Background: an optimization exercise with open tools, aiming at small area. Do not read the settings as production practice. In this exercise RTL edits were held to simulation tests only and were not proved equivalent to the original. The clock cells of runs 1 to 4 and 6 come from the design's own scripts or RTL, not from TritonCTS. No driver is modelled on the clock port, so clock power and skew are understated where the tree is cut down; a real chip needs a root buffer or a tree. Power and IR drop assume default switching activity.

## design/flow/flow/run.sh

```bash
#!/bin/bash
# The standard layout (standard.sh) with:
#  - synthesis: the standard script, area-oriented ABC mapping, no half-adder cells
#  - port buffers: buf_1 instead of the default
#  - clock: the clock port drives 4 clock buffers, each driving a group of registers (cts.tcl)
set -euo pipefail
F=$PWD/flow
export ABC_SCRIPT=$F/abc_area.script
export CLOCK_BUF_CELL=${CLOCK_BUF_CELL:-sky130_fd_sc_hd__clkbuf_8}
export CLOCK_GROUPS=${CLOCK_GROUPS:-4}
bash standard.sh \
  "SYNTH_SCRIPT=$F/synth.tcl" \
  "ADDER_MAP_FILE=" \
  "BUFFER_PORTS_ARGS=-buffer_cell sky130_fd_sc_hd__buf_1" \
  "PRE_CTS_TCL=$F/cts.tcl" \
  finish > standard.log 2>&1
```

## design/flow/flow/abc_area.script

```
&get -n
&st
&syn2
&dch
&nf -R 1000 -p -a
&put
topo
dnsize -c
```

## design/flow/flow/cts.tcl

```tcl
rename clock_tree_synthesis _ctsorig_clock_tree_synthesis
proc clock_tree_synthesis {args} {
  set block [ord::get_db_block]
  set dbu [$block getDefUnits]
  set regs {}
  foreach inst [$block getInsts] {
    if { [[$inst getMaster] isSequential] } {
      set bb [$inst getBBox]
      lappend regs [list [expr {([$bb xMin] + [$bb xMax]) / 2}] \
                         [expr {([$bb yMin] + [$bb yMax]) / 2}] [$inst getName]]
    }
  }
  set groups [list [lsort -integer -index 0 $regs]]
  # split the largest group in two, along its wider side, until there are enough
  while { [llength $groups] < $::env(CLOCK_GROUPS) } {
    set groups [lsort -command {apply {{a b} {expr {[llength $b] - [llength $a]}}}} $groups]
    set g [lindex $groups 0]
    set xs [lsort -integer [lmap r $g {lindex $r 0}]]
    set ys [lsort -integer [lmap r $g {lindex $r 1}]]
    set idx [expr {([lindex $xs end] - [lindex $xs 0]) >= ([lindex $ys end] - [lindex $ys 0]) ? 0 : 1}]
    set g [lsort -integer -index $idx $g]
    set h [expr {[llength $g] / 2}]
    set groups [lreplace $groups 0 0 [lrange $g 0 [expr {$h - 1}]] [lrange $g $h end]]
  }
  set i 0
  foreach g $groups {
    set sx 0; set sy 0; set pins {}
    foreach r $g {
      set sx [expr {$sx + [lindex $r 0]}]
      set sy [expr {$sy + [lindex $r 1]}]
      lappend pins [get_pins [lindex $r 2]/CLK]
    }
    set x [expr {double($sx) / [llength $g] / $dbu}]
    set y [expr {double($sy) / [llength $g] / $dbu}]
    puts "clock buffer $i at $x $y for [llength $g] registers"
    insert_buffer -buffer_cell $::env(CLOCK_BUF_CELL) -net clk -load_pins $pins \
      -location [list $x $y] -buffer_name clkbuf_$i -net_name clknet_$i
    incr i
  }
  set_propagated_clock [all_clocks]
}
```

## design/flow/flow/synth.tcl

```tcl
# synth_recipe.tcl (the standard synthesis) with one change: the ABC pass
# that maps the logic runs the area-oriented script in ABC_SCRIPT.
proc synth {args} { yosys synth -nofsm -noshare {*}$args }
set f [open $::env(SCRIPTS_DIR)/synth.tcl]; set s [read $f]; close $f
set n [regsub {log_cmd abc \{\*\}\$abc_args} $s {log_cmd abc {*}[lreplace $abc_args 1 1 $::env(ABC_SCRIPT)]} s]
if { $n != 1 } { error "abc call not found in synth.tcl" }
uplevel #0 $s
# left out here: clear keep_hierarchy, flatten, clean up, hide names made inside functions, write 1_2_yosys.v
```

## design/flow/standard.sh

```bash
#!/bin/bash
# synth_recipe.tcl (not shown) runs the flow's synth.tcl, then flattens the netlist and writes it again
# the make line also repeats each setting of config.mk as NAME=value (left out here)
make -C /OpenROAD-flow-scripts/flow DESIGN_CONFIG=/design/flow/config.mk WORK_HOME=/design/flow/orfs CLKGATE_MAP_FILE= SYNTH_SCRIPT=/design/flow/synth_recipe.tcl "${@:-finish}"
```

## design/flow/config.mk

```make
export PLATFORM = sky130hd
export DESIGN_NAME = top
export DESIGN_NICKNAME = top
export VERILOG_FILES = /design/flow/design.v
export SDC_FILE = /design/flow/constraint.sdc
export NUM_CORES = 4
export LEC_CHECK = 0
export CAP_MARGIN = 20
export CORE_MARGIN = 2
export CORE_UTILIZATION = 40
export SLEW_MARGIN = 20
```

## design/flow/constraint.sdc

```tcl
create_clock -name core_clock -period 10.0 [get_ports {clk}]
set_input_delay 2.0000 -clock core_clock [delete_from_list [all_inputs] [get_ports {clk}]]
set_output_delay 2.0000 -clock core_clock [all_outputs]
set_load 0.01 [all_outputs]
```

## design/flow/design.v

```verilog
module readinput(
    input clk, rst,
    input [15:0] SW,
    output reg [3:0] car_nb,
    output wire [15:0] sel,
    output reg enter, exit
    );
    reg [15:0] presentn;   
    wire [15:0] present = ~presentn;
    reg diffr, diff2;
    reg [3:0] code;
    wire [15:0] d = SW ^ present;
    wire [3:0] hi = {|(d & 16'hff00), |(d & 16'hf0f0), |(d & 16'hcccc), |(d & 16'haaaa)};
    wire [3:0] lo = {|(d & 16'h00ff), |(d & 16'h0f0f), |(d & 16'h3333), |(d & 16'h5555)};
    wire multi = |(hi & lo);
    assign sel = 16'd1 << car_nb;
    wire b = |(sel & present);
    always @(posedge clk) begin
        code <= multi ? 4'd0 : hi;
        if (diffr) car_nb <= code;
        if (!rst) begin
            presentn <= 16'hffff;
            diffr <= 1'b0;
            diff2 <= 1'b0;
            enter <= 1'b0;
            exit <= 1'b0;
        end else begin
            presentn <= ~SW;
            diffr <= hi[0] | lo[0];
            diff2 <= diffr;
            enter <= diff2 & b;
            exit <= diff2 & ~b;
        end
    end
endmodule
module parking_controller(
    input clk, rst, enter, we, v, leave, pw_correct, pwdone,
    input [15:0] sel,
    output wire full,
    output reg [15:0] LED,
    output reg [1:0] segstate
    );
    assign full = &LED;
    integer i;
    always @(posedge clk) begin
        if (!rst) begin
            LED <= 16'd0;
            segstate <= 2'b11;
        end else begin
            for (i = 0; i < 16; i = i + 1)
                if (we & sel[i]) LED[i] <= v;
            if (full & ~leave) segstate <= 2'b00;
            else if (enter | leave) segstate <= 2'b11;
            else if (pwdone) segstate <= pw_correct ? 2'b01 : 2'b10;
        end
    end
endmodule
module pwread(
    input BTNL, BTNR, BTNU, BTND, BTNC,
    output wire pw_entered,
    output wire [2:0] TriLED2
    );
    assign pw_entered = BTNL | BTNR | BTNU | BTND | BTNC;
    assign TriLED2 = {2'b00, pw_entered};
endmodule
module pwcheck(
    input clk, rst, exit, enter, full,
    input BTNL, BTNR, BTNU, BTND, BTNC,
    output wire we, v, leave, pwstart, pwdone, pw_correct
    );
    reg x, err, h;
    reg [1:0] k;
    wire e = BTNL | BTNR | BTNU | BTND | BTNC;
    wire nl = ~BTNL, nr = nl & ~BTNR, nu = nr & ~BTNU;
    reg match;
    always @(*) begin
        case (k)
            2'd0: match = BTNL;
            2'd1: match = nl & BTNR;
            2'd2: match = nr & BTNU;
            default: match = nu & ~BTND & BTNC;
        endcase
    end
    wire last = h & (k == 2'd3);
    wire idle = err & ~h & (k == 2'd0);
    assign we = x & ~err;
    assign v = h;
    assign leave = x & ~err & ~h;
    assign pwstart = rst & ~x;
    assign pwdone = pwstart & last;
    assign pw_correct = pwdone & ~err;
    always @(posedge clk) begin
        if (!rst) begin
            x <= 1'b1; err <= 1'b1; h <= 1'b0; k <= 2'd0;
        end else if (x) begin
            x <= ~(err & ~exit & enter & ~full);
            err <= ~(err & exit);
            h <= 1'b0;
            k <= 2'd0;
        end else if (last) begin
            x <= 1'b1;
            h <= ~err;
            k <= 2'd0;
        end else begin
            h <= e & (h | ~idle);
            if (h & ~e) k <= k + 2'd1;
            if (idle) err <= ~e;
            else if (~h) err <= err | (e & ~match);
        end
    end
endmodule
module sevensegment(
    input clk, rst,
    input [1:0] segstate,
    output wire [7:0] digit,
    output reg [6:0] seg
    );
    localparam [13:0] SEEDQ = 14'd13582, TERMQ = 14'd1045, TMASK = 14'b10101010111111;
    reg [13:0] q;
    reg t;
    reg [2:0] idx;
    wire tc = ((q ^ TERMQ) & TMASK) == 14'd0;
    always @(posedge clk) begin
        if (!rst | tc) q <= SEEDQ;
        else q <= {~q[12:0], q[13] ^ q[12]};
        if (!rst) {idx, t} <= 4'b0001;
        else if (tc) {idx, t} <= {idx, t} + 4'd1;
    end
    assign digit = ~(8'd1 << idx);
    always @(*) begin
        case ({segstate, idx})
            5'b00_000: seg = 7'b1110001;
            5'b00_001: seg = 7'b1110001;
            5'b00_010: seg = 7'b1000001;
            5'b00_011: seg = 7'b0111000;
            5'b01_000: seg = 7'b1111010;
            5'b01_001: seg = 7'b0110000;
            5'b01_010: seg = 7'b1110000;
            5'b01_011: seg = 7'b1101010;
            5'b01_100: seg = 7'b0110000;
            5'b10_000: seg = 7'b1111010;
            5'b10_001: seg = 7'b1100010;
            5'b10_010: seg = 7'b1111010;
            5'b10_011: seg = 7'b1111010;
            5'b10_100: seg = 7'b0110000;
            default: seg = 7'b1111111;
        endcase
    end
endmodule
module top(
    clk, rst, BTNL, BTNR, BTNU, BTND, BTNC, SW,
    LED, TriLED1, TriLED2, seg, digit
    );
    input clk;
    input rst;
    input BTNL, BTNR, BTNU, BTND, BTNC;
    input [15:0] SW;
    output [15:0] LED;
    output [6:0] seg;
    output [7:0] digit;
    output [2:0] TriLED1, TriLED2;
    wire enter, exit, full, pw_correct, pwdone, pw_entered, pwstart, we, v, leave;
    wire [3:0] car_nb;
    wire [15:0] sel;
    wire [1:0] segstate;
    assign TriLED1 = {1'b0, pwstart, 1'b0};
    readinput RI(.clk(clk), .rst(rst), .SW(SW), .car_nb(car_nb), .sel(sel), .enter(enter), .exit(exit));
    pwcheck PWC(.clk(clk), .rst(rst), .exit(exit), .enter(enter), .full(full),
        .BTNL(BTNL), .BTNR(BTNR), .BTNU(BTNU), .BTND(BTND), .BTNC(BTNC),
        .we(we), .v(v), .leave(leave), .pwstart(pwstart), .pwdone(pwdone), .pw_correct(pw_correct));
    parking_controller PC(.clk(clk), .rst(rst), .enter(enter), .we(we), .v(v), .leave(leave),
        .pw_correct(pw_correct), .pwdone(pwdone), .sel(sel), .full(full), .LED(LED), .segstate(segstate));
    pwread PWR(.BTNL(BTNL), .BTNR(BTNR), .BTNU(BTNU), .BTND(BTND), .BTNC(BTNC),
        .pw_entered(pw_entered), .TriLED2(TriLED2));
    sevensegment SS(.clk(clk), .rst(rst), .segstate(segstate), .digit(digit), .seg(seg));
endmodule
```

==> notes.md, run 1 <==
- The combined global-route utilization of all metal layers is between 10% and 20%.
- In the routed design, unresolved DRC markers number 0.
- The endpoint identified for the worst register-to-register timing path is SS.idx[1].
- Setup repair after global routing left no endpoint under its margin.
- Yosys printed 4 warnings.
- The placeable core region is approximately 7100 sq um.
- The cell depth of the worst hold path is 1.
- The endpoint type of the worst setup path is an output port.
- VDD sags by at most 67.1 uV.
- The number of buffers added on ports is 55.
- The worst clock skew is 0.00794 ns.
- Of all nets on the critical path, the largest fanout is 48.
- The start-to-end type of the worst setup path is in -> out.
- The simple-gate portion of the synthesized area is 27.8%.
- The final standard cell utilization of the core is 45.8%.
- The die covers 7970 sq um.
- The number of cells on the worst reg-to-reg path is 6.
- Dividing the final minimum period by the clock period gives roughly half.
- The worst register-to-register path begins at SS.q[5].
- Once detail routing completed, the nets flagged for antenna violations numbered 0.
- The overall power after layout is 426 uW.
- Measured along the y axis, the die boundary spans just under 90 microns.
- At the end of routability-driven placement, the weighted congestion stood at 0.892.
- STA classifies the critical path startpoint as an input port.
- 0 antenna diodes ended up in the layout.
- The sequential-to-total area share from yosys stat is 48.9%.
- The half-perimeter wire length after placement is between 4000 and 5000 microns.
- The number of antenna violations at the first check in global routing is 0.
- Synthesis produced a netlist whose cell count is 339.
- For this block, the initial DRC count from the detailed router was 150.
- Summing the areas of all xor and xnor instances in the mapped netlist gives 5.72% of the synthesized area.
- The global-route wire length before repair is 9970 microns.
- The post-route netlist has 1.52% of its cells at a drive strength greater than 1.
- Setup slack on the worst reg-to-reg path comes out at 7.95 ns.
- The total congestion overflow after global routing is 0.
- The shortest period the worst path allows is 4.91 ns.
- Measured against the total synthesized area, the mux share comes to 0.774%.
- The width of the chip is a little under 90 microns.
- The post-synthesis compound-gate area fraction is 14.1%.
- Counting distinct cell types in the post-synthesis netlist gives 40.
- The min-delay analysis places its worst path in the category reg -> reg.
- In the layout the commonest cells are 65 x sky130_fd_sc_hd__dfxtp_1, 55 x sky130_fd_sc_hd__buf_1, 43 x sky130_fd_sc_hd__nor2_1, 42 x sky130_fd_sc_hd__nand2_1, 29 x sky130_fd_sc_hd__a21oi_1.
- The total leakage power is 0.00113 uW.
- After clock tree synthesis, the clock-pin slew on the worst setup and hold paths is 0.10 ns.
- The number of global-route vias before repair came to 2202.
- After synthesis, the largest family of logic cells by area is simple AND/OR/NAND/NOR gates.
- The fmax is 204 MHz.
- The predominant post-synthesis flop cell is sky130_fd_sc_hd__dfxtp_1.
- The detailed-router iteration count before antenna repair is 4.
- Summing the areas of all fa, ha and maj instances in the mapped netlist gives 0% of the synthesized area.
- In the routed layout, each cell is associated on average with a via count of 4.98.
- The total number of vias is 2466.
- The count of hold-fix buffers inserted at cts is 0.
- At the worst endpoint, the required time is approximately 8.0 ns.
- The worst path arrival time is approximately 2.9 ns.
- The flow ran to the end and the layout has no timing, DRC or antenna violations.
- Entering global routing, the biggest net connects a little under 50 pins.
- The average cell area after synthesis is 8.58 sq um.
- The final number of setup-violating endpoints is 0.
- From synthesis to final layout, the design area changed by 12.3%.
- The tightest slew margin relative to the limit is 66.4%.
- The power density normalized to cell area is ~130 nW/um^2.
- The net count of the finished layout is 421.
- The initial utilization of the core area, before any placement, comes to 40.8%.
- Row generation in the floorplan step produced 31 rows.
- The count of endpoints failing hold in the final timing report was 0.
- The post-cts repair resize count is 0.
- For the pin with the worst max-slew slack, the measured transition is 0.504 ns.
- Synthesis inferred 69 register bits.
- The final count of pins violating max slew is 0.
- The share of flip-flops with an asynchronous set or reset after synthesis is 0%.
- The most frequent standard cell in the layout excluding fill and tap cells is sky130_fd_sc_hd__dfxtp_1.
- The path with the worst hold slack has its endpoint at SS.q[11].
- The synthesized design contains 4 enable-type register cells.
- In this run the worst setup path begins at rst.
- The post-CTS setup-driven buffer insertion count is 0.
- Summed over all failing endpoints, the final setup total negative slack is 0 ns.
- Dividing the detail-routed wire length by the instance count gives 12.1 microns.
- Across the run, the number of max-cap violations was 0.
- The number of top-level pins is 60.
- For this block, the routed nets add up to 6010 microns of wire.
- In this run the most critical hold path is launched from SS.q[10].
- The synthesized cell area is 2910 sq um.
- The clock latency on the worst-skew pair is 0.16 ns.
-- cell type report, clock buffers not listed --
class	count	area, sq um
sequential	69	1420
timing repair buffer	56	214
multi-input combinational	259	1420
tap	99	124
fill	749	3870
inverter	8	30.0
-- how the worst max path moves through the flow --
stage / to / cells past startpoint
after floorplan: TriLED2[0] / 5
after global placement: TriLED1[1] / 5
after detailed placement: TriLED1[1] / 5
after CTS: TriLED1[1] / 5
after global routing: TriLED1[1] / 5
final: TriLED1[1] / 5
-- registers in the layout, summed over array words and instances, names as in the netlist --
name and flops:
RI.presentn 16, RI.enter 1, PC.segstate 2, SS.t 1, RI.exit 1, PC.LED 16
SS.q 14, PWC.k 2, RI.code 4, RI.diffr 1, RI.diff2 1, PWC.h 1
SS.idx 3, PWC.err 1, RI.car_nb 4, PWC.x 1
-- per-stage QoR --
stage | std cells | hold slack [ns] | instance area (sq um) | worst slack [ns]
detailed placement | 491 | 0.370 | 3210 | 5.08
global placement | 491 | 0.369 | 3210 | 5.09
global route | 495 | 0.402 | 3270 | 4.95
floorplan | 342 | 0.353 | 2920 | 5.42
CTS | 495 | 0.392 | 3270 | 5.07
finish | 495 | 0.390 | 3270 | 5.09
-- synthesized netlist by cell type, drive strengths merged, types with 2 or more instances --
cell type	number	area share, %
o31ai	2	0.52
nand4	5	1.1
nor2	43	5.5
nand3	5	0.86
xnor2	8	2.4
buf	6	1.5
nor4	4	0.86
o221ai	2	0.60
nor3b	2	0.52
or3	2	0.43
a31oi	2	0.43
a21oi	29	5.0
nor3	11	1.9
o22ai	2	0.43
and3	4	0.86
and2	6	1.3
nor2b	10	2.2
o21ai	27	4.6
nand2b	15	3.2
a21boi	2	0.52
dfxtp	65	45
nand3b	3	0.77
clkinv	8	1.0
nand2	42	5.4
edfxtp	4	4.1
a2111oi	2	0.60
xor2	11	3.3
or4	3	0.77
nand4b	3	0.90
-- cells by family (layout without fill, tap and decap cells) --
kind of cell	after synthesis	count (layout)
AOI/OAI and AO/OA	73	73
other	1	4
xor gates and xnor gates	19	19
DFF	69	69
buffers and inverters	14	68
muxes	1	1
and+or+nand+nor	162	162
-- routing by layer --
layer  vias up  track usage (%)  routed length, microns
met1      1093             21.7                    2870
met5         -                0                       0
met2        72             25.3                    2700
met3         7             1.39                     336
met4         0             1.90                      93
li1       1294                -                       -
-- where the power goes --
part / total [uW] / switching [uW] / internal, uW / leakage (uW)
clock: 104 / 66.8 / 37.2 / 0.0000288
sequential: 291 / 6.28 / 285 / 0.000576
combinational: 31.2 / 18.5 / 12.7 / 0.000523
total: 426 / 91.5 / 335 / 0.00113
-- worst max-delay path: stages --
cell and delay [ns]:
sky130_fd_sc_hd__buf_1 0.06, sky130_fd_sc_hd__buf_4 0.36, sky130_fd_sc_hd__nand2b_1 0.18, sky130_fd_sc_hd__clkinv_1 0.12, sky130_fd_sc_hd__buf_1 0.16
==> run 2, diff against run 1 <==
==> design/flow/flow/run.sh (replaced) <==
#!/bin/bash
# The standard layout (standard.sh) with:
#  - synthesis: the standard script, but the logic is mapped by the smallest
#    of several area-oriented ABC scripts (synth.tcl), and no half-adder cells
#  - port buffers: buf_1 instead of the default
#  - clock: the clock port drives a few clock buffers, each driving a group
#    of registers (cts.tcl)
set -euo pipefail
F=$PWD/flow
export ABC_SCRIPTS="$(ls $F/abc_*.script | tr '\n' ' ')"
export CLOCK_BUF_CELL=${CLOCK_BUF_CELL:-sky130_fd_sc_hd__clkbuf_8}
export CLOCK_GROUPS=${CLOCK_GROUPS:-4}
bash standard.sh \
  "SYNTH_SCRIPT=$F/synth.tcl" \
  "ADDER_MAP_FILE=" \
  "BUFFER_PORTS_ARGS=-buffer_cell sky130_fd_sc_hd__buf_1" \
  "PRE_CTS_TCL=$F/cts.tcl" \
  finish > standard.log 2>&1
==> design/flow/flow/abc_a3.script (new file) <==
&get -n
&st
&syn2
&dch
&nf -R 1000 -p -a
&put
topo
dnsize -c
==> design/flow/flow/abc_b7.script (new file) <==
strash
&get -n
&fraig -x
&put
scorr
dc2
dretime
strash
&get -n
&dch -f
&nf -R 1000 -p -a
&put
topo
dnsize -c
==> design/flow/flow/abc_b8.script (new file) <==
&get -n
&st
&syn2
&dch
&nf -R 1000 -p -a
&put
amap
topo
dnsize -c
==> design/flow/flow/abc_c2.script (new file) <==
strash
dch -f
amap -m
topo
dnsize -c
==> design/flow/flow/abc_c3.script (new file) <==
&get -n
&st
&syn2
&dch
&put
amap
topo
dnsize -c
==> design/flow/flow/abc_c5.script (new file) <==
strash
dc2
dch
amap
topo
dnsize -c
==> design/flow/flow/abc_c6.script (new file) <==
&get -n
&st
&syn2
&dch
&nf -R 1000 -p -a
&put
mfs
amap
topo
dnsize -c
==> design/flow/flow/abc_c8.script (new file) <==
&get -n
&st
&syn2
&dch
&nf -R 1000 -p -a
&put
strash
dch
amap
topo
dnsize -c
==> design/flow/flow/synth.tcl (replaced) <==
# synth_recipe.tcl (the standard synthesis) with one change: the ABC pass that
# maps the logic is run with each area-oriented script in ABC_SCRIPTS (and
# the standard one), and the smallest result is kept. Registers are mapped
# before ABC, so they are the standard synthesis's.
proc synth {args} { yosys synth -nofsm -noshare {*}$args }

proc mapped_area {} {
  global lib_args
  set s [tee -q -s result.string stat {*}$lib_args]
  set area {}
  foreach line [split $s "\n"] {
    if { [regexp {Chip area for (top )?module '[^']*': ([0-9.]+)} $line -> _ a] } { set area $a }
  }
  return $area
}

proc best_abc {abc_args} {
  design -save pre_abc
  set best {}
  set best_area {}
  foreach script [concat [list [lindex $abc_args 1]] $::env(ABC_SCRIPTS)] {
    design -load pre_abc
    abc {*}[lreplace $abc_args 1 1 $script]
    opt_clean -purge
    set area [mapped_area]
    puts "ABC script $script: area $area"
    if { $area ne {} && ($best_area eq {} || $area < $best_area) } {
      set best $script
      set best_area $area
    }
  }
  puts "ABC script chosen: $best (area $best_area)"
  design -load pre_abc
  log_cmd abc {*}[lreplace $abc_args 1 1 $best]
}

set f [open $::env(SCRIPTS_DIR)/synth.tcl]; set s [read $f]; close $f
set n [regsub {log_cmd abc \{\*\}\$abc_args} $s {best_abc $abc_args} s]
if { $n != 1 } { error "abc call not found in synth.tcl" }
uplevel #0 $s
# left out here: clear keep_hierarchy, flatten, clean up, hide names made inside functions, write 1_2_yosys.v
removed: design/flow/flow/abc_area.script
==> run 2 against run 1 <==
  * Fmax down 13%
  * Clock power about the same
  * Flip-flop and latch count unchanged
  * Utilization up 1.1 points
  * Critical path depth did not move
  * Cell area decreased by 1.9%
  * Global-route usage increased by 1.0 points
  * Final cell count grew 2.8%
  * Clock skew rose by 0.0034 ns
  * Routed wire length increased by 3.0%
  * Highest routed layer unchanged
==> notes.md, run 2 <==
- STA classifies the critical path endpoint as an output port.
- The average cell area after synthesis is 8.01 sq um (-6.7%).
- The count of synthesis-stage warnings from yosys is 4 (unchanged).
- The largest fanout of any net on the critical path is 25 (-48%).
- The critical path launch point type is an input port.
- The worst clock skew is 0.0113 ns (+0.00339 ns).
- The fmax came to 178 MHz (-13%).
- The starting density of the core was 41.7% (+0.98 points).
- The number of standard cells after synthesis was 356 (+5.0%).
- The half-perimeter wire length after placement came to 4710 microns (+6.5%).
- The shortest period the worst path allows is 5.63 ns (+0.721 ns).
- The count of state elements after synthesis was 69 (unchanged).
- The cell repeated most along the worst path is sky130_fd_sc_hd__buf_1.
- The most used flip-flop cell after synthesis is sky130_fd_sc_hd__dfxtp_1.
- The global placement routability congestion is 0.836 (-6.3%).
- The slowest stage of the critical path belongs to the cell sky130_fd_sc_hd__clkinv_1.
- The largest stage delay on the critical path was 0.56 ns (+0.20 ns).
- The largest registers in the layout are PC.LED (16), RI.presentn (16), SS.q (14).
- The power density normalized to cell area is 133 nW/um^2 (+1.7%).
- The net switching component of the power is 93.0 uW (+1.6%).
- The data required time at the worst endpoint is 8.00 ns (about the same).
- The clock latency on the worst-skew pair is 0.16 ns (about the same).
- The share of flip-flops with an asynchronous set or reset after synthesis came to 0% (unchanged).
- The switching power share of the total is 21.9% (+0.39 points).
- The number of antenna cells inserted came to 0 (unchanged).
- The share of cells above drive strength 1 is 1.21% (-0.30 points).
- The number of design rule violations left after detail routing came to 0 (unchanged).
- The final worst-path cycle share is 56.3% (+7.2 points).
- The synthesis-to-layout area growth is 12.5%.
- The synthesized cell area is 2850 sq um (-2.0%).
- The width of the chip was 88.4 microns (-0.95%).
- The count of endpoints failing hold in the final timing report was 0 (unchanged).
- The final-layout worst hold slack is 0.387 ns (-0.00275 ns).
- The final count of pins violating max slew was 0 (unchanged).
- The global-route wire length before repair was 10500 microns (+5.3%).
- The worst path arrival time was 3.63 ns (+0.72 ns).
- By count the netlist is led by 66 x sky130_fd_sc_hd__nor2_1, 65 x sky130_fd_sc_hd__dfxtp_1, 59 x sky130_fd_sc_hd__nand2_1.
- The floorplan row count is 30 (-3.2%).
- Yosys attributes the largest share of cell area to sky130_fd_sc_hd__dfxtp_1 46%, sky130_fd_sc_hd__nor2_1 8.7%, sky130_fd_sc_hd__nand2_1 7.8%, sky130_fd_sc_hd__a211oi_1 5.0%, sky130_fd_sc_hd__edfxtp_1 4.2%.
- The maximum number of pins on one net before global-route repair is 26 (-47%).
- The signal on the critical path passes through buf_1 > buf_4 > clkinv_1 > nor2_1 > buf_1.
- The tightest slew margin relative to the limit came to 58.4% (-8.0 points).
- The flow ran to the end and the layout has no timing, DRC or antenna violations.
- The post-cts repair resize count is 0 (unchanged).
- The combinational group share of total power came to 7.0% (-0.3 points).
- The number of global-route vias before repair is 2318 (+5.3%).
- The number of buffers added on ports is 55 (unchanged).
- The maximum vdd ir drop is 83.2 uV (+24%).
- The post-CTS setup-driven buffer insertion count was 0 (unchanged).
- The biggest area contributor in the post-synthesis netlist is sky130_fd_sc_hd__dfxtp_1.
- The count of hold-fix buffers inserted at cts was 0 (unchanged).
- The critical path's top delay family is buffers and inverters.
- The placeable core region is 6830 sq um (-4.3%).
- The proportion of power drawn by flip-flops and latches is 68.3% (about the same).
- The number of inserted filler cells in the final layout is 712 (-4.9%).
- The final number of setup-violating endpoints is 0 (unchanged).
- The wire length per cell is 12.2 microns (+0.21%).
- The most numerous cell in the Yosys netlist is sky130_fd_sc_hd__nor2_1.
- The sequential-to-total area share from yosys stat is 49.8% (+0.99 points).
- The number of synthesized flops with an enable pin came to 4 (unchanged).
- The initial detailed-routing violation count was 168 (+12%).
- The number of violations of the max-capacitance limit is 0 (unchanged).
- The total congestion overflow after global routing came to 0 (unchanged).
- The total negative slack is 0 ns (unchanged).
- The detail-routed via count per cell is 5.10 (+2.4%).
- The most frequent standard cell in the layout excluding fill and tap cells is sky130_fd_sc_hd__nor2_1.
- The number of top-level pins is 60 (unchanged).
- The buffers plus inverters on the worst setup path is 4 (unchanged).
- The total leakage power is 0.00108 uW (-4.6%).
- The top cell type's share of synthesized area was 45.6% (+0.90 points).
- The final standard cell utilization of the core is 46.9% (+1.1 points).
- The total number of vias was 2596 (+5.3%).
- The number of nets in the layout came to 438 (+4.0%).
- The die boundary height is 88.4 microns (-0.95%).
- The distinct cell type count of the synthesized netlist is 33 (-18%).
- The library cells used most frequently in the layout, excluding fill and tap cells, are 66 x sky130_fd_sc_hd__nor2_1, 65 x sky130_fd_sc_hd__dfxtp_1, 59 x sky130_fd_sc_hd__nand2_1, 55 x sky130_fd_sc_hd__buf_1, 23 x sky130_fd_sc_hd__o21ai_0.
- The start-to-end type of the worst setup path is in -> out.
- The slew at the pin closest to its max-slew limit is 0.620 ns (+0.117 ns).
- The number of nets with antenna violations after detailed routing is 0 (unchanged).
- The area enclosed by the die boundary is 7820 sq um (-1.9%).
- Setup repair after global routing left no endpoint under its margin.
- The detailed-router iteration count before antenna repair was 4 (unchanged).
- The class of the most critical hold timing path is reg -> reg.
- The detailed-route wire length is 6190 microns (+3.0%).
- The cell-internal power was 332 uW (-0.74%).
- The overall power after layout is 425 uW (-0.24%).
- The clock-pin slew reported for the worst setup and hold paths after clock tree synthesis is 0.10 ns (about the same).
- The clock network power share is 24.7% (+0.3 points).
- The combined global-route utilization of all metal layers is 16.0% (+1.0 points).
- The number of antenna violations at the first check in global routing is 0 (unchanged).
run 2: cell count changes in the layout (fill, tap and decap cells not counted), sizes merged, moves of 11 or more:
cell and delta:
nor2 +23, xor2 -11, nand2 +17, a21oi -21, clkinv +12, a211oi +18
nand2b -15
run 2: through the flow:
step	cells	cell area [sq um]	setup WS [ns]
after floorplan	359	2860	5.16
after global placement	505	3150	4.42
after detailed placement	505	3150	4.33
after CTS	509	3210	4.32
after global routing	509	3210	4.15
final	509	3210	4.37
run 2: final timing paths:
path	cells after the start	startpoint	slack, ns	to
max	5	rst	4.37	TriLED1[1]
min	1	SS.q[10]	0.39	SS.q[11]
max reg2reg	8	RI.presentn[7]	7.91	RI.code[3]
min reg2reg	1	SS.q[10]	0.39	SS.q[11]
run 2: final cells by class, clock buffers not listed:
type | instances | area (sq um) | area share (%)
Inverter | 20 | 75.1 | 2.34
Multi-Input combinational cell | 264 | 1320 | 41.2
Sequential cell | 69 | 1420 | 44.3
Tap cell | 96 | 120 | 3.75
Timing Repair Buffer | 56 | 214 | 6.67
run 2: routing by layer:
metal  routed length [microns]  track usage [%]  up-vias
met4                        70             1.65        0
met1                      3110             23.9     1170
met5                         0                0        -
li1                          -                -     1363
met3                       252            0.746        6
met2                      2760             26.8       57
run 2: power by group through the flow:
stage / clock network [uW] / registers (uW) / logic [uW]
floorplan: 0 / 295 / 19.6
global placement: 0 / 297 / 29.1
detailed placement: 0 / 297 / 29.7
CTS: 111 / 291 / 29.8
global route: 122 / 292 / 34.6
finish: 105 / 291 / 29.7
run 2: worst reg2reg max path: cells and delay by family (launching register included):
family / cells / cell delay (ns)
AO/OA/AOI/OAI: 3 / 0.48
flip-flops: 1 / 0.34
AND/OR/NAND/NOR: 5 / 1.20
run 2: kinds of logic after synthesis:
group	synth area share [%]
AND/OR/NAND/NOR	28.5
flip-flops	49.8
other	0.132
buffers and inverters	4.21
AO/OA/AOI/OAI	17.3
==> run 3, diff against run 2 <==
--- a/design/flow/design.v
+++ b/design/flow/design.v
@@ -43,14 +43,14 @@
     assign full = &LED;
     integer i;
+    always @(posedge clk)
+        for (i = 0; i < 16; i = i + 1)
+            if (~rst | (we & sel[i])) LED[i] <= v & rst;
     always @(posedge clk) begin
         if (!rst) begin
-            LED <= 16'd0;
-            segstate <= 2'b11;
+            segstate <= 2'b01;
         end else begin
-            for (i = 0; i < 16; i = i + 1)
-                if (we & sel[i]) LED[i] <= v;
             if (full & ~leave) segstate <= 2'b00;
-            else if (enter | leave) segstate <= 2'b11;
-            else if (pwdone) segstate <= pw_correct ? 2'b01 : 2'b10;
+            else if (enter | leave) segstate <= 2'b01;
+            else if (pwdone) segstate <= pw_correct ? 2'b10 : 2'b11;
         end
     end
@@ -134,14 +134,14 @@
             5'b00_010: seg = 7'b1000001;
             5'b00_011: seg = 7'b0111000;
-            5'b01_000: seg = 7'b1111010;
-            5'b01_001: seg = 7'b0110000;
-            5'b01_010: seg = 7'b1110000;
-            5'b01_011: seg = 7'b1101010;
-            5'b01_100: seg = 7'b0110000;
             5'b10_000: seg = 7'b1111010;
-            5'b10_001: seg = 7'b1100010;
-            5'b10_010: seg = 7'b1111010;
-            5'b10_011: seg = 7'b1111010;
+            5'b10_001: seg = 7'b0110000;
+            5'b10_010: seg = 7'b1110000;
+            5'b10_011: seg = 7'b1101010;
             5'b10_100: seg = 7'b0110000;
+            5'b11_000: seg = 7'b1111010;
+            5'b11_001: seg = 7'b1100010;
+            5'b11_010: seg = 7'b1111010;
+            5'b11_011: seg = 7'b1111010;
+            5'b11_100: seg = 7'b0110000;
             default: seg = 7'b1111111;
         endcase
==> run 3 against run 2 <==
  * Still clean on timing, DRC and antenna
  * Total power is 2.5% higher
  * Flip-flop and latch count unchanged
  * Synthesized cell count down 11%
  * Fmax up 9.1%
  * Routed wire length decreased by 13%
  * Clock power about the same
  * Setup slack better by 0.47 ns
  * Critical path depth is the same
  * Sequential power rose by 4%
  * Critical path type unchanged
  * Highest routed layer unchanged
==> notes.md, run 3 <==
- The flow ran to the end and the layout has no timing, DRC or antenna violations.
- The number of design rule violations left after detail routing came to 0 (unchanged).
- The slew at the pin closest to its max-slew limit is 0.773 ns (+0.152 ns).
- The placeable core region is 6790 sq um (-0.55%).
- From synthesis to final layout, the design area changed by 12.7%.
- The share of cells above drive strength 1 is 1.33% (+0.12 points).
- The average cell area after synthesis is 8.79 sq um (+9.7%).
- The worst path arrival time was 3.16 ns (-0.47 ns).
- Counting instances in the post-synthesis netlist gives the leading cell types as 58 x sky130_fd_sc_hd__nand2_1, 49 x sky130_fd_sc_hd__dfxtp_1, 46 x sky130_fd_sc_hd__nor2_1.
- The cell accounting for the most synthesized area is sky130_fd_sc_hd__dfxtp_1.
- The detailed-route wire length is 5380 microns (-13%).
- The total congestion overflow after global routing is 0 (unchanged).
- The distinct cell type count of the synthesized netlist is 28 (-15%).
- The standard cell with the maximum stage delay on the critical path is sky130_fd_sc_hd__clkinv_1.
- The maximum number of pins on one net before global-route repair is 42 (+62%).
- The final count of pins violating max slew is 0 (unchanged).
- Leaving out fill and tap cells, the most frequent cell in the layout is sky130_fd_sc_hd__nand2_1.
- The post-CTS setup-driven buffer insertion count came to 0 (unchanged).
- Setup repair after global routing left no endpoint under its margin.
- The starting density of the core was 41.1% (-0.62 points).
- The clock-pin slew reported for the worst setup and hold paths after clock tree synthesis is 0.10 ns (about the same).
- The shortest period the worst path allows was 5.16 ns (-0.470 ns).
- The most numerous cell in the Yosys netlist is sky130_fd_sc_hd__nand2_1.
- The cell repeated most along the worst path is sky130_fd_sc_hd__buf_1.
- The global-route wire length before repair is 8830 microns (-16%).
- The worst setup path is launched from an input port.
- The detail-routed via count per cell is 4.96 (-2.7%).
- The data required time at the worst endpoint was 8.00 ns (about the same).
- The worst hold path belongs to the class reg -> reg.
- The final worst-path cycle share is 51.6% (-4.7 points).
- The number of nets in the layout is 400 (-8.7%).
- Walking the worst path, the cells encountered are buf_1 > buf_4 > clkinv_1 > nor2_1 > buf_1.
- The area enclosed by the die boundary is 7670 sq um (-1.9%).
- The count of endpoints failing hold in the final timing report was 0 (unchanged).
- The wire length per cell came to 11.4 microns (-6.0%).
- The final number of setup-violating endpoints was 0 (unchanged).
- The total number of vias is 2338 (-9.9%).
- The top cell types in the final layout, fill and taps aside, are 58 x sky130_fd_sc_hd__nand2_1, 55 x sky130_fd_sc_hd__buf_1, 49 x sky130_fd_sc_hd__dfxtp_1, 46 x sky130_fd_sc_hd__nor2_1, 42 x sky130_fd_sc_hd__o21ai_0.
- The floorplan row count is 30 (unchanged).
- The top cell type's share of synthesized area came to 35.1% (-11 points).
- The number of antenna cells inserted is 0 (unchanged).
- The number of buffers added on ports is 55 (unchanged).
- The synthesized cell area is 2790 sq um (-2.0%).
- The largest stage delay on the critical path is 0.33 ns (-0.23 ns).
- The number of nets with antenna violations after detailed routing is 0 (unchanged).
- The start-to-end type of the worst setup path is in -> out.
- The sequential-to-total area share from yosys stat is 56.6% (+6.8 points).
- The final-layout worst hold slack is 0.385 ns (-0.00230 ns).
- The count of state elements after synthesis came to 69 (unchanged).
- The number of violations of the max-capacitance limit is 0 (unchanged).
- The number of standard cells after synthesis was 318 (-11%).
- The number of synthesized flops with an enable pin is 20 (+16).
- The total leakage power was 0.00110 uW (+2.5%).
- The share of flip-flops with an asynchronous set or reset after synthesis is 0% (unchanged).
- The largest registers in the layout are PC.LED (16), RI.presentn (16), SS.q (14).
- The half-perimeter wire length after placement was 4190 microns (-11%).
- The number of top-level pins is 60 (unchanged).
- The die boundary height was 87.6 microns (-0.97%).
- The largest fanout of any net on the critical path was 41 (+64%).
- The initial detailed-routing violation count came to 109 (-35%).
- The buffers plus inverters on the worst setup path is 4 (unchanged).
- The clock latency on the worst-skew pair is 0.16 ns (about the same).
- The global placement routability congestion is 0.809 (-3.2%).
- The critical path's top delay family is buffers and inverters.
- The count of synthesis-stage warnings from yosys is 4 (unchanged).
- The tightest slew margin relative to the limit is 48.3% (-10 points).
- STA classifies the critical path endpoint as an output port.
- The worst-case setup slack after placement is 4.83 ns (+0.504 ns).
- The number of antenna violations at the first check in global routing is 0 (unchanged).
- The post-cts repair resize count is 0 (unchanged).
- Yosys attributes the largest share of cell area to sky130_fd_sc_hd__dfxtp_1 35%, sky130_fd_sc_hd__edfxtp_1 21%, sky130_fd_sc_hd__nand2_1 7.8%, sky130_fd_sc_hd__o21ai_0 7.5%, sky130_fd_sc_hd__nor2_1 6.2%.
- The power density normalized to cell area is 138 nW/um^2 (+4.4%).
- The width of the chip was 87.6 microns (-0.97%).
- The overall power after layout is 436 uW (+2.5%).
- The worst clock skew is 0.00719 ns (-0.00415 ns).
- The predominant post-synthesis flop cell is sky130_fd_sc_hd__dfxtp_1.
- The detailed-router iteration count before antenna repair is 4 (unchanged).
- The minimum setup slack in the final design is 4.84 ns (+0.470 ns).
- The number of global-route vias before repair is 2035 (-12%).
- The count of hold-fix buffers inserted at cts was 0 (unchanged).
- The combined global-route utilization of all metal layers was 13.5% (-2.6 points).
- The maximum vdd ir drop is 73.7 uV (-11%).
- The fmax is 194 MHz (+9.1%).
- The total negative slack is 0 ns (unchanged).
-- run 3: cell types whose count changed after synthesis, sizes merged, moves of 6 or more --
cell,delta
o21ai,+19
edfxtp,+16
or4,+10
nor2,-20
nor4,-6
dfxtp,-16
nor3,-6
a211oi,-15
-- run 3: kinds of logic (layout without fill, tap and decap cells) --
kind of cell / Yosys count / in the layout / share of synthesized area, %
buf+inv: 26 / 80 / 4.30
flops: 69 / 69 / 56.6
other cells: 1 / 4 / 0.134
simple gates: 153 / 153 / 24.4
compound gates: 69 / 69 / 14.6
-- run 3: worst register-to-register path, delay by kind of cell (launching register included) --
kind                   cells  cell delay, ns
buffers and inverters      1            0.32
flip-flops                 1            0.56
AO/OA/AOI/OAI              3            0.63
AND/OR/NAND/NOR            2            0.42
-- run 3: final timing paths --
path / start / to / slack [ns] / cells past startpoint
setup / recovery: rst / TriLED1[1] / 4.84 / 5
setup reg to reg: RI.car_nb[2] / RI.exit / 8.03 / 6
hold / removal: SS.q[1] / SS.q[2] / 0.38 / 1
hold reg to reg: SS.q[1] / SS.q[2] / 0.38 / 1
-- run 3: final cells by class, clock buffers not listed --
type                       instances  area (sq um)
fill                             691          3640
inverter                          20          75.1
multi-input combinational        226          1100
sequential                        69          1580
tap                               96           120
timing repair buffer              56           214
-- run 3: per-stage QoR --
| stage | instance area, sq um | util, % | std cells |
|---|---|---|---|
| final | 3150 | 46.4 | 471 |
| after global routing | 3150 | 46.4 | 471 |
| after CTS | 3150 | 46.4 | 471 |
| after detailed placement | 3090 | 45.5 | 467 |
| after global placement | 3090 | 45.5 | 467 |
| after floorplan | 2810 | - | 321 |
-- run 3: layer usage --
layer / global-route usage, % / wire length, microns / vias up
li1: - / - / 1248
met1: 19.4 / 2660 / 1039
met2: 23.3 / 2470 / 46
met3: 0.754 / 190 / 5
met4: 1.40 / 59 / 0
met5: 0 / 0 / -
-- run 3: report_power, final --
| part | leakage (uW) | switching (uW) | internal [uW] | total, uW |
|---|---|---|---|---|
| Clock | 0.0000288 | 65.2 | 37.1 | 102 |
| Combinational | 0.000462 | 19.4 | 10.5 | 30.0 |
| Sequential | 0.000612 | 6.85 | 297 | 304 |
| Total | 0.00110 | 91.5 | 345 | 436 |
==> run 4, diff against run 3 <==
==> design/flow/flow/abc_d1.script (new file) <==
&get -n
&st
&syn2
&dch -f
&nf -R 1000 -p -a
&put
strash
dch -f
amap
topo
dnsize -c
==> design/flow/flow/abc_d2.script (new file) <==
&get -n
&st
&syn2
&dch
&nf -R 1000 -p -a
&put
strash
dch
amap -m
topo
dnsize -c
==> design/flow/flow/abc_d3.script (new file) <==
&get -n
&st
&syn3
&dch
&nf -R 1000 -p -a
&put
strash
dch
amap
topo
dnsize -c
==> design/flow/flow/abc_d4.script (new file) <==
&get -n
&st
&synch2
&dch
&nf -R 1000 -p -a
&put
strash
dch
amap
topo
dnsize -c
==> design/flow/flow/abc_d5.script (new file) <==
strash
dc2
dch
amap
topo
dnsize -c
==> design/flow/flow/abc_d6.script (new file) <==
strash
&get -n
&fraig -x
&put
scorr
dc2
strash
&get -n
&dch -f
&nf -R 1000 -p -a
&put
strash
dch
amap
topo
dnsize -c
==> design/flow/flow/abc_d7.script (new file) <==
&get -n
&st
&syn2
&dch
&nf -R 1000 -p
&put
amap
topo
dnsize -c
==> design/flow/flow/abc_d8.script (new file) <==
strash
dch
amap
strash
dch
amap
topo
dnsize -c
==> design/flow/flow/abc_d9.script (new file) <==
&get -n
&st
&dc2
&dch
&nf -R 1000 -p -a
&put
amap
topo
dnsize -c
==> design/flow/flow/abc_e1.script (new file) <==
strash
ifraig
dc2
dch -f
amap
topo
dnsize -c
==> design/flow/flow/abc_e2.script (new file) <==
strash
drw
drf
dch
amap
topo
dnsize -c
==> design/flow/flow/abc_e3.script (new file) <==
&get -n
&st
&syn2
&dch
&nf -R 1000 -p -a -C 32 -F 8 -A 8
&put
amap
topo
dnsize -c
==> run 4 against run 3 <==
  * Still clean
  * Total power is 0.19% higher
  * Clock power hardly changed
  * Hold slack hardly changed
  * Critical path type unchanged
  * Clock skew is 0.00081 ns lower
  * Via count is 0.73% lower
  * Final cell count is 5.5% lower
  * Area after synthesis is 0.36% lower
  * Global-route usage is 0.27 points higher
  * Utilization is 0.19 points lower
  * Die area is 0.34% lower
  * Cell area is 0.95% lower
==> notes.md, run 4 <==
- The worst path arrival time was 3.26 ns (+0.10 ns).
- The clock latency on the worst-skew pair is 0.16 ns (about the same).
- The share of flip-flops with an asynchronous set or reset after synthesis is 0% (unchanged).
- The worst clock skew is 0.00638 ns (-0.000805 ns).
- By area the synthesized netlist is led by sky130_fd_sc_hd__dfxtp_1 35%, sky130_fd_sc_hd__edfxtp_1 22%, sky130_fd_sc_hd__nand2_1 8.1%, sky130_fd_sc_hd__o21ai_0 6.7%, sky130_fd_sc_hd__nor2_1 5.3%.
- The instance area at placement came to 3060 sq um (-0.97%).
- The power density normalized to cell area came to 140 nW/um^2 (+1.2%).
- The count of state elements after synthesis is 69 (unchanged).
- In the layout the commonest cells are 60 x sky130_fd_sc_hd__nand2_1, 55 x sky130_fd_sc_hd__buf_1, 49 x sky130_fd_sc_hd__dfxtp_1, 39 x sky130_fd_sc_hd__nor2_1, 37 x sky130_fd_sc_hd__o21ai_0.
- The most frequent standard cell in the layout excluding fill and tap cells is sky130_fd_sc_hd__nand2_1.
- The number of inserted filler cells in the final layout is 657 (-4.9%).
- The total number of vias is 2321 (-0.73%).
- The average cell area after synthesis is 9.04 sq um (+2.9%).
- The share of cells above drive strength 1 was 1.37% (+0.037 points).
- The width of the chip is 87.4 microns (-0.17%).
- The total negative slack is 0 ns (unchanged).
- The critical path launch point type is an input port.
- The largest fanout of any net on the critical path is 40 (-2.4%).
- The cell accounting for the most synthesized area is sky130_fd_sc_hd__dfxtp_1.
- The endpoint type of the worst setup path is an output port.
- The data required time at the worst endpoint is 8.00 ns (about the same).
- The number of violations of the max-capacitance limit was 0 (unchanged).
- The count of endpoints failing hold in the final timing report is 0 (unchanged).
- The final standard cell utilization of the core came to 46.2% (-0.19 points).
- The maximum number of pins on one net before global-route repair is 41 (-2.4%).
- The die boundary height was 87.4 microns (-0.17%).
- In the final layout, the registers with the most flip-flops are PC.LED (16), RI.presentn (16), SS.q (14).
- The cell depth of the worst hold path is 1 (unchanged).
- The switching power share of the total is 21.1% (+0.11 points).
- The number of top-level pins is 60 (unchanged).
- The number of buffers added on ports is 55 (unchanged).
- The final worst-path cycle share is 52.6% (+0.99 points).
- The global-route wire length before repair came to 8940 microns (+1.3%).
- The clock-pin slew reported for the worst setup and hold paths after clock tree synthesis is 0.09 ns (about the same).
- The combined global-route utilization of all metal layers came to 13.8% (+0.27 points).
- The detailed-router iteration count before antenna repair is 4 (unchanged).
- The run finished with no timing, DRC or antenna violations.
- The combinational group share of total power was 7.0% (about the same).
- The number of cells on the worst reg-to-reg path is 6 (unchanged).
- The cell-internal power is 345 uW (about the same).
- The shortest period the worst path allows is 5.26 ns (+0.0992 ns).
- The synthesized cell area came to 2780 sq um (-0.36%).
- The starting density of the core is 41.2% (+0.080 points).
- The placeable core region is 6760 sq um (-0.55%).
- The final number of setup-violating endpoints is 0 (unchanged).
- The initial detailed-routing violation count is 130 (+19%).
- The top cell type's share of synthesized area was 35.2% (+0.13 points).
- The tightest slew margin relative to the limit is 48.4% (+0.049 points).
- The distinct cell type count of the synthesized netlist was 31 (+11%).
- The number of standard cells after synthesis is 308 (-3.1%).
- The number of nets in the layout is 390 (-2.5%).
- The count of hold-fix buffers inserted at cts was 0 (unchanged).
- The number of nets with antenna violations after detailed routing is 0 (unchanged).
- The maximum vdd ir drop came to 80.6 uV (+9.3%).
- The number of antenna cells inserted is 0 (unchanged).
- The placed instance count is 441 (-5.6%).
- The slew at the pin closest to its max-slew limit was 0.772 ns (-0.000725 ns).
- The wire length per cell is 12.2 microns (+7.0%).
- The detail-routed via count per cell is 5.22 (+5.1%).
- The half-perimeter wire length after placement came to 4190 microns (-0.17%).
- The post-cts repair resize count was 0 (unchanged).
- The total leakage power is 0.00111 uW (+0.30%).
- Setup repair after global routing left no endpoint under its margin.
- The post-CTS setup-driven buffer insertion count is 0 (unchanged).
- Counting instances in the post-synthesis netlist gives the leading cell types as 60 x sky130_fd_sc_hd__nand2_1, 49 x sky130_fd_sc_hd__dfxtp_1, 39 x sky130_fd_sc_hd__nor2_1.
- The final count of pins violating max slew was 0 (unchanged).
- The proportion of power drawn by flip-flops and latches is 69.5% (-0.2 points).
- In the synthesized netlist the dominant register cell turns out to be sky130_fd_sc_hd__dfxtp_1.
- The fmax was 190 MHz (-1.9%).
- The count of synthesis-stage warnings from yosys came to 4 (unchanged).
- The most numerous cell in the Yosys netlist is sky130_fd_sc_hd__nand2_1.
- The overall power after layout came to 437 uW (+0.19%).
- The class of the most critical hold timing path is reg -> reg.
- The sequential-to-total area share from yosys stat is 56.8% (+0.20 points).
- Relative to the synthesized area, the layout overhead comes to 12.0%.
- The net switching component of the power was 92.2 uW (+0.73%).
- The floorplan row count is 30 (unchanged).
- The number of synthesized flops with an enable pin is 20 (unchanged).
- The number of antenna violations at the first check in global routing is 0 (unchanged).
- The area enclosed by the die boundary is 7640 sq um (-0.34%).
- The worst setup path is of the in -> out kind.
- The total congestion overflow after global routing is 0 (unchanged).
- The filler-free cell count of the finished design is 445 (-5.5%).
- The number of global-route vias before repair is 1972 (-3.1%).
- The number of design rule violations left after detail routing is 0 (unchanged).
- The detailed-route wire length is 5450 microns (+1.1%).
- The clock network power share is 23.5% (about the same).
- The design area came to 3120 sq um (-0.95%).
- The global placement routability congestion is 0.850 (+5.1%).
-- run 4: through the flow --
step	hold WS, ns	setup slack (ns)
2_1_floorplan	0.353	5.04
3_3_place_gp	0.360	4.76
3_5_place_dp	0.365	4.73
4_1_cts	0.390	4.72
5_1_grt	0.400	4.59
6_report	0.385	4.74
-- run 4: final timing paths --
| path | startpoint | end | slack (ns) |
|---|---|---|---|
| worst min register to register | SS.q[0] | SS.q[1] | 0.39 |
| worst min-delay path | SS.q[0] | SS.q[1] | 0.39 |
| worst max register to register | RI.car_nb[2] | RI.exit | 8.01 |
| worst max-delay path | rst | TriLED1[1] | 4.74 |
-- run 4: kinds of logic (layout without fill, tap and decap cells) --
kind of cell,after synthesis,in the layout,share of synthesized area (%)
simple gates,142,142,22.8
compound gates,72,72,16.2
flops,69,69,56.8
buf+inv,24,78,4.04
other cells,1,4,0.135
-- run 4: critical path: stages --
cell                       delay (ns)
sky130_fd_sc_hd__buf_1           0.06
sky130_fd_sc_hd__buf_4           0.31
sky130_fd_sc_hd__clkinv_1        0.36
sky130_fd_sc_hd__nor2_1          0.31
sky130_fd_sc_hd__buf_1           0.19
-- run 4: area by class of cell, clock buffers not listed --
type / instances / area [sq um] / share of cell area, %
well taps: 80 / 100 / 3.21
flip-flops and latches: 69 / 1580 / 50.7
multi-input cells: 218 / 1100 / 35.3
inverters: 18 / 67.6 / 2.17
repair buffers: 56 / 214 / 6.86
-- run 4: per-layer routing --
layer,track usage (%),vias up,routed length (microns)
met3,1.04,6,242
met2,23.1,53,2460
met1,19.9,1046,2680
met5,0,-,0
li1,-,1216,-
met4,1.82,0,58
-- run 4: power by group through the flow --
stage	Sequential (uW)	Combinational, uW	Clock (uW)
after global placement	310	30.0	0
after CTS	304	30.7	106
after detailed placement	310	30.4	0
after floorplan	310	17.9	0
after global routing	305	35.1	117
final	304	30.4	103
==> run 5, diff against run 4 <==
--- a/design/flow/flow/run.sh
+++ b/design/flow/flow/run.sh
@@ -9,6 +9,7 @@
 F=$PWD/flow
 export ABC_SCRIPTS="$(ls $F/abc_*.script | tr '\n' ' ')"
-export CLOCK_BUF_CELL=${CLOCK_BUF_CELL:-sky130_fd_sc_hd__clkbuf_8}
+export CLOCK_BUF_CELL=${CLOCK_BUF_CELL:-sky130_fd_sc_hd__clkbuf_4}
 export CLOCK_GROUPS=${CLOCK_GROUPS:-4}
+export CLOCK_ROOT_CELL=${CLOCK_ROOT_CELL:-sky130_fd_sc_hd__clkbuf_4}
 bash standard.sh \
   "SYNTH_SCRIPT=$F/synth.tcl" \
--- a/design/flow/flow/cts.tcl
+++ b/design/flow/flow/cts.tcl
@@ -38,4 +38,19 @@
     incr i
   }
+  if { [info exists ::env(CLOCK_ROOT_CELL)] && $::env(CLOCK_ROOT_CELL) ne "" } {
+    # one root buffer, at the centre of the group buffers, drives them
+    set sx 0; set sy 0; set pins {}
+    for {set j 0} {$j < $i} {incr j} {
+      set bb [[[ord::get_db_block] findInst clkbuf_$j] getBBox]
+      set sx [expr {$sx + ([$bb xMin] + [$bb xMax]) / 2}]
+      set sy [expr {$sy + ([$bb yMin] + [$bb yMax]) / 2}]
+      lappend pins [get_pins clkbuf_$j/A]
+    }
+    set x [expr {double($sx) / $i / $dbu}]
+    set y [expr {double($sy) / $i / $dbu}]
+    puts "clock root buffer at $x $y"
+    insert_buffer -buffer_cell $::env(CLOCK_ROOT_CELL) -net clk -load_pins $pins \
+      -location [list $x $y] -buffer_name clkbuf_root -net_name clknet_root
+  }
   set_propagated_clock [all_clocks]
 }
==> run 5 against run 4 <==
  * The run now fails in clock tree synthesis (4_1_cts)
  * Area after synthesis is the same
  * Synthesized cell count is the same
==> notes.md, run 5 <==
- The global placement routability congestion is 0.850 (unchanged).
- The floorplan row count was 30 (unchanged).
- The die boundary height is 87.4 microns (unchanged).
- The number of buffers added on ports came to 55 (unchanged).
- The stage at which the run stopped is clock tree synthesis (4_1_cts).
- The number of top-level pins is 60 (unchanged).
- The starting density of the core is 41.2% (unchanged).
- The instance area at placement is 3060 sq um (unchanged).
- The largest family of logic cells by synthesized area is simple AND/OR/NAND/NOR gates.
- The worst-case setup slack after placement was 4.73 ns (unchanged).
- The commonest cells after synthesis are 60 x sky130_fd_sc_hd__nand2_1, 49 x sky130_fd_sc_hd__dfxtp_1, 39 x sky130_fd_sc_hd__nor2_1.
- The simple-gate portion of the synthesized area was 22.8% (unchanged).
- The half-perimeter wire length after placement is 4190 microns (unchanged).
- The post-synthesis adder-cell area fraction is 0% (unchanged).
- The flow did not finish.
- The number of standard cells after synthesis is 308 (unchanged).
- The most numerous cell in the Yosys netlist is sky130_fd_sc_hd__nand2_1.
- The proportion of synthesized area in mux cells was 0% (unchanged).
- The average cell area after synthesis is 9.04 sq um (unchanged).
- The count of synthesis-stage warnings from yosys was 4 (unchanged).
- The placed instance count is 441 (unchanged).
- The number of synthesized flops with an enable pin is 20 (unchanged).
- The width of the chip is 87.4 microns (unchanged).
- The sequential-to-total area share from yosys stat is 56.8% (unchanged).
- The xor/xnor share of the synthesized area is 0% (unchanged).
- The synthesized cell area is 2780 sq um (unchanged).
- The tool reported: "Error: cts.tcl, 36 invalid command name ”NULL”".
- In the synthesized netlist the dominant register cell turns out to be sky130_fd_sc_hd__dfxtp_1.
- sky130_fd_sc_hd__dfxtp_1 takes more of the synthesized area than any other cell.
- The share of flip-flops with an asynchronous set or reset after synthesis is 0% (unchanged).
- The post-synthesis compound-gate area fraction is 16.2% (unchanged).
- The count of state elements after synthesis is 69 (unchanged).
- The top cell type's share of synthesized area is 35.2% (unchanged).
- The distinct cell type count of the synthesized netlist is 31 (unchanged).
- By area the synthesized netlist is led by sky130_fd_sc_hd__dfxtp_1 35%, sky130_fd_sc_hd__edfxtp_1 22%, sky130_fd_sc_hd__nand2_1 8.1%, sky130_fd_sc_hd__o21ai_0 6.7%, sky130_fd_sc_hd__nor2_1 5.3%.
==> run 5: cell counts after synthesis <==
No cell type changed its count.
==> run 5: kinds of logic after synthesis <==
kind of cell	count (synthesis)
other	1
buffers and inverters	24
flip-flops	69
AND/OR/NAND/NOR	142
AO/OA/AOI/OAI	72
==> run 5: power by group through the flow <==
stage | logic (uW) | clock network [uW] | registers, uW
after floorplan | 17.9 | 0 | 310
after global placement | 30.0 | 0 | 310
after detailed placement | 30.4 | 0 | 310
==> run 5: worst min-delay path by stage <==
stage,from,to,slack [ns]
floorplan,SS.q[7],SS.q[8],0.35
global placement,SS.q[1],SS.q[2],0.36
detailed placement,SS.q[0],SS.q[1],0.36
==> run 5: through the flow <==
step / utilization [%] / hold slack [ns] / power (uW)
detailed placement: 45.4 / 0.365 / 341
global placement: 45.4 / 0.360 / 340
floorplan: - / 0.353 / 328
==> run 6, diff against run 5 <==
==> design/flow/flow/run.sh (replaced) <==
#!/bin/bash
# The standard layout (standard.sh) with:
#  - synthesis: the standard script, but the logic is mapped by the smallest
#    of several area-oriented ABC scripts (synth.tcl), and no half-adder cells
#  - port buffers: buf_1 instead of the default
#  - one tie cell drives all the constant outputs
#  - clock: the clock port drives a few clock buffers, each driving a group
#    of registers (cts.tcl)
set -euo pipefail
F=$PWD/flow
export ABC_SCRIPTS="$(ls $F/abc_*.script | tr '\n' ' ')"
export CLOCK_BUF_CELL=${CLOCK_BUF_CELL:-sky130_fd_sc_hd__clkbuf_8}
export CLOCK_GROUPS=${CLOCK_GROUPS:-4}
export CLOCK_ROOT_CELL=${CLOCK_ROOT_CELL:-}
bash standard.sh \
  "SYNTH_SCRIPT=$F/synth.tcl" \
  "ADDER_MAP_FILE=" \
  "BUFFER_PORTS_ARGS=-buffer_cell sky130_fd_sc_hd__buf_1" \
  "PRE_CTS_TCL=$F/cts.tcl" \
  "SKIP_REPAIR_TIE_FANOUT=1" \
  finish > standard.log 2>&1
--- a/design/flow/flow/cts.tcl
+++ b/design/flow/flow/cts.tcl
@@ -41,12 +41,12 @@
     # one root buffer, at the centre of the group buffers, drives them
     set sx 0; set sy 0; set pins {}
-    for {set j 0} {$j < $i} {incr j} {
-      set bb [[[ord::get_db_block] findInst clkbuf_$j] getBBox]
+    foreach it [[$block findNet clk] getITerms] {
+      set bb [[$it getInst] getBBox]
       set sx [expr {$sx + ([$bb xMin] + [$bb xMax]) / 2}]
       set sy [expr {$sy + ([$bb yMin] + [$bb yMax]) / 2}]
-      lappend pins [get_pins clkbuf_$j/A]
+      lappend pins [get_pins [[$it getInst] getName]/[[$it getMTerm] getName]]
     }
-    set x [expr {double($sx) / $i / $dbu}]
-    set y [expr {double($sy) / $i / $dbu}]
+    set x [expr {double($sx) / [llength $pins] / $dbu}]
+    set y [expr {double($sy) / [llength $pins] / $dbu}]
     puts "clock root buffer at $x $y"
     insert_buffer -buffer_cell $::env(CLOCK_ROOT_CELL) -net clk -load_pins $pins \
--- a/design/flow/config.mk
+++ b/design/flow/config.mk
@@ -8,4 +8,5 @@
 export CAP_MARGIN = 20
 export CORE_MARGIN = 2
-export CORE_UTILIZATION = 40
+export CORE_UTILIZATION = 65
+export PLACE_DENSITY = 0.75
 export SLEW_MARGIN = 20
==> run 6 against run 5 <==
  * Now clean on timing, DRC and antenna
  * Area after synthesis is the same
  * Synthesized cell count unchanged
==> notes.md, run 6 <==
- The footprint of the flip-flops and latches is roughly 1600 sq um.
- The switching power share of the total is 20.6%.
- The clock latency on the worst-skew pair is 0.16 ns.
- Data on the critical path arrives at its endpoint at about 3.3 ns.
- The count of endpoints failing hold in the final timing report is 0.
- Setup repair after global routing left no endpoint under its margin.
- Per report_power, the clock group accounts for 23.0% of the total.
- For the pin with the worst max-slew slack, the measured transition is 0.760 ns.
- The number of standard cells after synthesis was 308 (unchanged).
- The critical path ends at TriLED1[1].
- The critical path launch point type is an input port.
- The number of top-level pins came to 60 (unchanged).
- The number of antenna violations at the first check in global routing is 0.
- The count of synthesis-stage warnings from yosys is 4 (unchanged).
- The synthesis-to-layout area growth is 10.3%.
- The class of the most critical hold timing path is reg -> reg.
- The number of global-route vias before repair is 2177.
- STA puts the critical path data required time at 8.00 ns.
- The number of synthesized flops with an enable pin is 20 (unchanged).
- The global placement routability congestion is 0.863 (+1.5%).
- The average cell area after synthesis was 9.04 sq um (unchanged).
- In this run the critical register-to-register path is launched from RI.car_nb[2].
- The most frequent standard cell in the layout excluding fill and tap cells is sky130_fd_sc_hd__nand2_1.
- The global-route wire length before repair is 9530 microns.
- The filler cells instantiated in the layout total 307.
- The final count of pins violating max slew is 0.
- Summed over all layers, the global routing overflow is 0.
- The worst clock skew is about 0.0073 ns.
- The worst register-to-register path has a depth of 6.
- The detailed-router iteration count before antenna repair is 4.
- The region available for standard cell placement spans 4060 sq um.
- The maximum vdd ir drop is about 140 uV.
- The floorplan row count is 23 (-23%).
- The half-perimeter wire length after placement is 4070 microns (-2.8%).
- Summing all multi-input logic gate instances after layout gives 1090 sq um.
- The top cell type's share of synthesized area is 35.2% (unchanged).
- Dividing the detail-routed via count by the number of cells gives around 5.8.
- The total leakage power is 0.00110 uW.
- In the synthesized netlist, the cells that appear most often are 60 x sky130_fd_sc_hd__nand2_1, 49 x sky130_fd_sc_hd__dfxtp_1, 39 x sky130_fd_sc_hd__nor2_1.
- In the finished design, the share of the clock period the worst path needs comes to 52.6%.
- Setup total negative slack on the finished layout was measured at 0 ns.
- Sorting the synthesized cells by area gives the leading types as sky130_fd_sc_hd__dfxtp_1 35%, sky130_fd_sc_hd__edfxtp_1 22%, sky130_fd_sc_hd__nand2_1 8.1%, sky130_fd_sc_hd__o21ai_0 6.7%, sky130_fd_sc_hd__nor2_1 5.3%.
- The share of cells above drive strength 1 is 1.38%.
- The largest registers in the layout are PC.LED (16), RI.presentn (16), SS.q (14).
- Across the run, the number of max-cap violations was 0.
- Power spread over the standard cell area amounts to 141 nW/um^2.
- Of the total power, registers draw 69.9%.
- The net switching component of the power is 89.7 uW.
- After the last flow step, the layout net total stands at 387.
- After clock tree synthesis, the clock-pin slew on the worst setup and hold paths is ~0.090 ns.
- The placed instance count is 408 (-7.5%).
- The largest fanout of any net on the critical path is 40.
- The start-to-end type of the worst setup path is in -> out.
- The critical path starts at rst.
- The wire length per cell is 13.1 microns.
- Static timing analysis puts the maximum clock frequency at around 190 MHz.
- The maximum number of pins on one net before global-route repair is 41.
- The starting density of the core came to 68.6% (+27 points).
- The shortest period the worst path allows is 5.26 ns.
- The initial detailed-routing violation count is 297.
- The count of state elements after synthesis is 69 (unchanged).
- Detailed routing inserted a total of approximately 2400 vias.
- In the routed design, unresolved DRC markers number 0.
- In the layout the commonest cells are 60 x sky130_fd_sc_hd__nand2_1, 55 x sky130_fd_sc_hd__buf_1, 49 x sky130_fd_sc_hd__dfxtp_1, 39 x sky130_fd_sc_hd__nor2_1, 37 x sky130_fd_sc_hd__o21ai_0.
- The terminus of the critical flop-to-flop path is RI.exit.
- The endpoint type of the worst setup path is an output port.
- The width of the chip was 69.4 microns (-21%).
- The final number of setup-violating endpoints is 0.
- Hold repair after CTS inserted 0 buffers.
- The filler-free cell count of the finished design is 412.
- Summed over all layers, the routed wires come to 5400 microns.
- The floorplan step defined a die boundary enclosing 4820 sq um.
- The cell accounting for the most synthesized area is sky130_fd_sc_hd__dfxtp_1.
- The distinct cell type count of the synthesized netlist came to 31 (unchanged).
- The flop-to-flop setup slack is 8.03 ns.
- The detail route stage leaves a number of antenna-violating nets equal to 0.
- The flow ran to the end and the layout has no timing, DRC or antenna violations.
- The tightest slew margin relative to the limit is around 50%.
- After clock tree synthesis, the repair step resized 0 gates.
- The predominant post-synthesis flop cell is sky130_fd_sc_hd__dfxtp_1.
- The die boundary height came to 69.4 microns (-21%).
- The sequential-to-total area share from yosys stat is 56.8% (unchanged).
- The cell-internal power is 345 uW.
- The most numerous cell in the Yosys netlist is sky130_fd_sc_hd__nand2_1.
- Buffers added to address setup during post-CTS repair amount to 0.
- The combined global-route utilization of all metal layers is 22.9%.
- The share of total power dissipated in combinational logic is 7.1%.
- The repair_antennas step left the layout with diodes totalling 0.
- The number of buffers added on ports was 55 (unchanged).
- The share of flip-flops with an asynchronous set or reset after synthesis came to 0% (unchanged).
- The synthesized cell area is 2780 sq um (unchanged).
## run 6: cell type report, clock buffers not listed
type	instances	area share (%)
flip-flops and latches	69	51.5
multi-input cells	215	35.5
well taps	50	2.04
inverters	18	2.20
repair buffers	56	6.97
## run 6: critical path: stages
cell,delay (ns)
sky130_fd_sc_hd__buf_1,0.07
sky130_fd_sc_hd__buf_4,0.31
sky130_fd_sc_hd__clkinv_1,0.35
sky130_fd_sc_hd__nor2_1,0.34
sky130_fd_sc_hd__buf_1,0.19
## run 6: worst min path at each step
| stage | from | end | slack, ns | cells past startpoint |
|---|---|---|---|---|
| floorplan | SS.q[7] | SS.q[8] | 0.35 | 1 |
| CTS | SS.q[10] | SS.q[11] | 0.39 | 1 |
| global route | SS.q[1] | SS.q[2] | 0.40 | 1 |
| global placement | SS.q[11] | SS.q[12] | 0.36 | 1 |
| finish | SS.q[10] | SS.q[11] | 0.39 | 1 |
| detailed placement | SS.q[0] | SS.q[1] | 0.37 | 1 |
## run 6: power by group through the flow
stage / Sequential, uW / Clock [uW] / Combinational [uW]
5_1_grt: 305 / 114 / 35.4
3_5_place_dp: 310 / 0 / 30.3
4_1_cts: 304 / 102 / 30.5
2_1_floorplan: 310 / 0 / 17.9
3_3_place_gp: 310 / 0 / 29.2
6_report: 304 / 99.9 / 30.8
## run 6: logic make-up after synthesis
logic type / Yosys count / share of synthesized area, %
AO/OA/AOI/OAI: 72 / 16.2
buffers and inverters: 24 / 4.04
flip-flops: 69 / 56.8
other: 1 / 0.135
AND/OR/NAND/NOR: 142 / 22.8
## run 6: layer usage
| metal | vias to the layer above | track usage [%] | part of all wire (%) |
|---|---|---|---|
| met1 | 1100 | 32.2 | 44 |
| li1 | 1217 | - | - |
| met5 | - | 0 | 0 |
| met2 | 80 | 39.2 | 49 |
| met4 | 0 | 4.36 | 1.3 |
| met3 | 6 | 1.89 | 5.3 |
## run 6: metrics by stage
stage	power (uW)	instance area (sq um)	setup WS, ns	util (%)	hold WS [ns]
floorplan	328	2780	5.04	-	0.353
global placement	339	3020	4.82	74.3	0.362
detailed placement	341	3020	4.76	74.3	0.366
CTS	436	3070	4.76	75.7	0.389
global route	455	3070	4.60	75.7	0.402
finish	434	3070	4.74	75.7	0.387

==> what the ideal ports hide <==
How much do the figures lean on ideal ports? The routed layouts below were timed once more, with nothing changed but the port constraints.
Step 1 (the two cells are an assumption about what drives the block):
set clk [get_ports {clk}]
set_driving_cell -lib_cell sky130_fd_sc_hd__clkbuf_16 $clk
set_driving_cell -lib_cell sky130_fd_sc_hd__buf_2 [delete_from_list [all_inputs] $clk]
Step 2, shift: input delay + t, output delay - t, t = (earliest + latest rising clock arrival at the registers) / 2. This alone moves slack from input paths to output paths.
Three values: ideal ports, drivers, drivers and shift; two values: the first two.
run | t (ns) | setup WS [ns] | hold WS [ns] | worst slew at a driven data input, ns | cell pins on the clock port's net
run 1 | 0.218 | 5.091 / 5.068 / 5.068 | 0.390 / 0.390 / 0.390 | 0.03 | 4
run 2 | 0.214 | 4.370 / 4.349 / 4.349 | 0.387 / 0.387 / 0.387 | 0.03 | 4
run 3 | 0.209 | 4.841 / 4.819 / 4.819 | 0.385 / 0.385 / 0.385 | 0.03 | 4
run 4 | 0.212 | 4.741 / 4.720 / 4.720 | 0.385 / 0.385 / 0.385 | 0.03 | 4
run 6 | 0.211 | 4.735 / 4.713 / 4.713 | 0.387 / 0.387 / 0.387 | 0.03 | 4
After both steps every run listed still meets setup and hold. The setup slack of run 1, which loses most, moves by -0.023 ns with the drivers and by -0.023 ns with both steps.
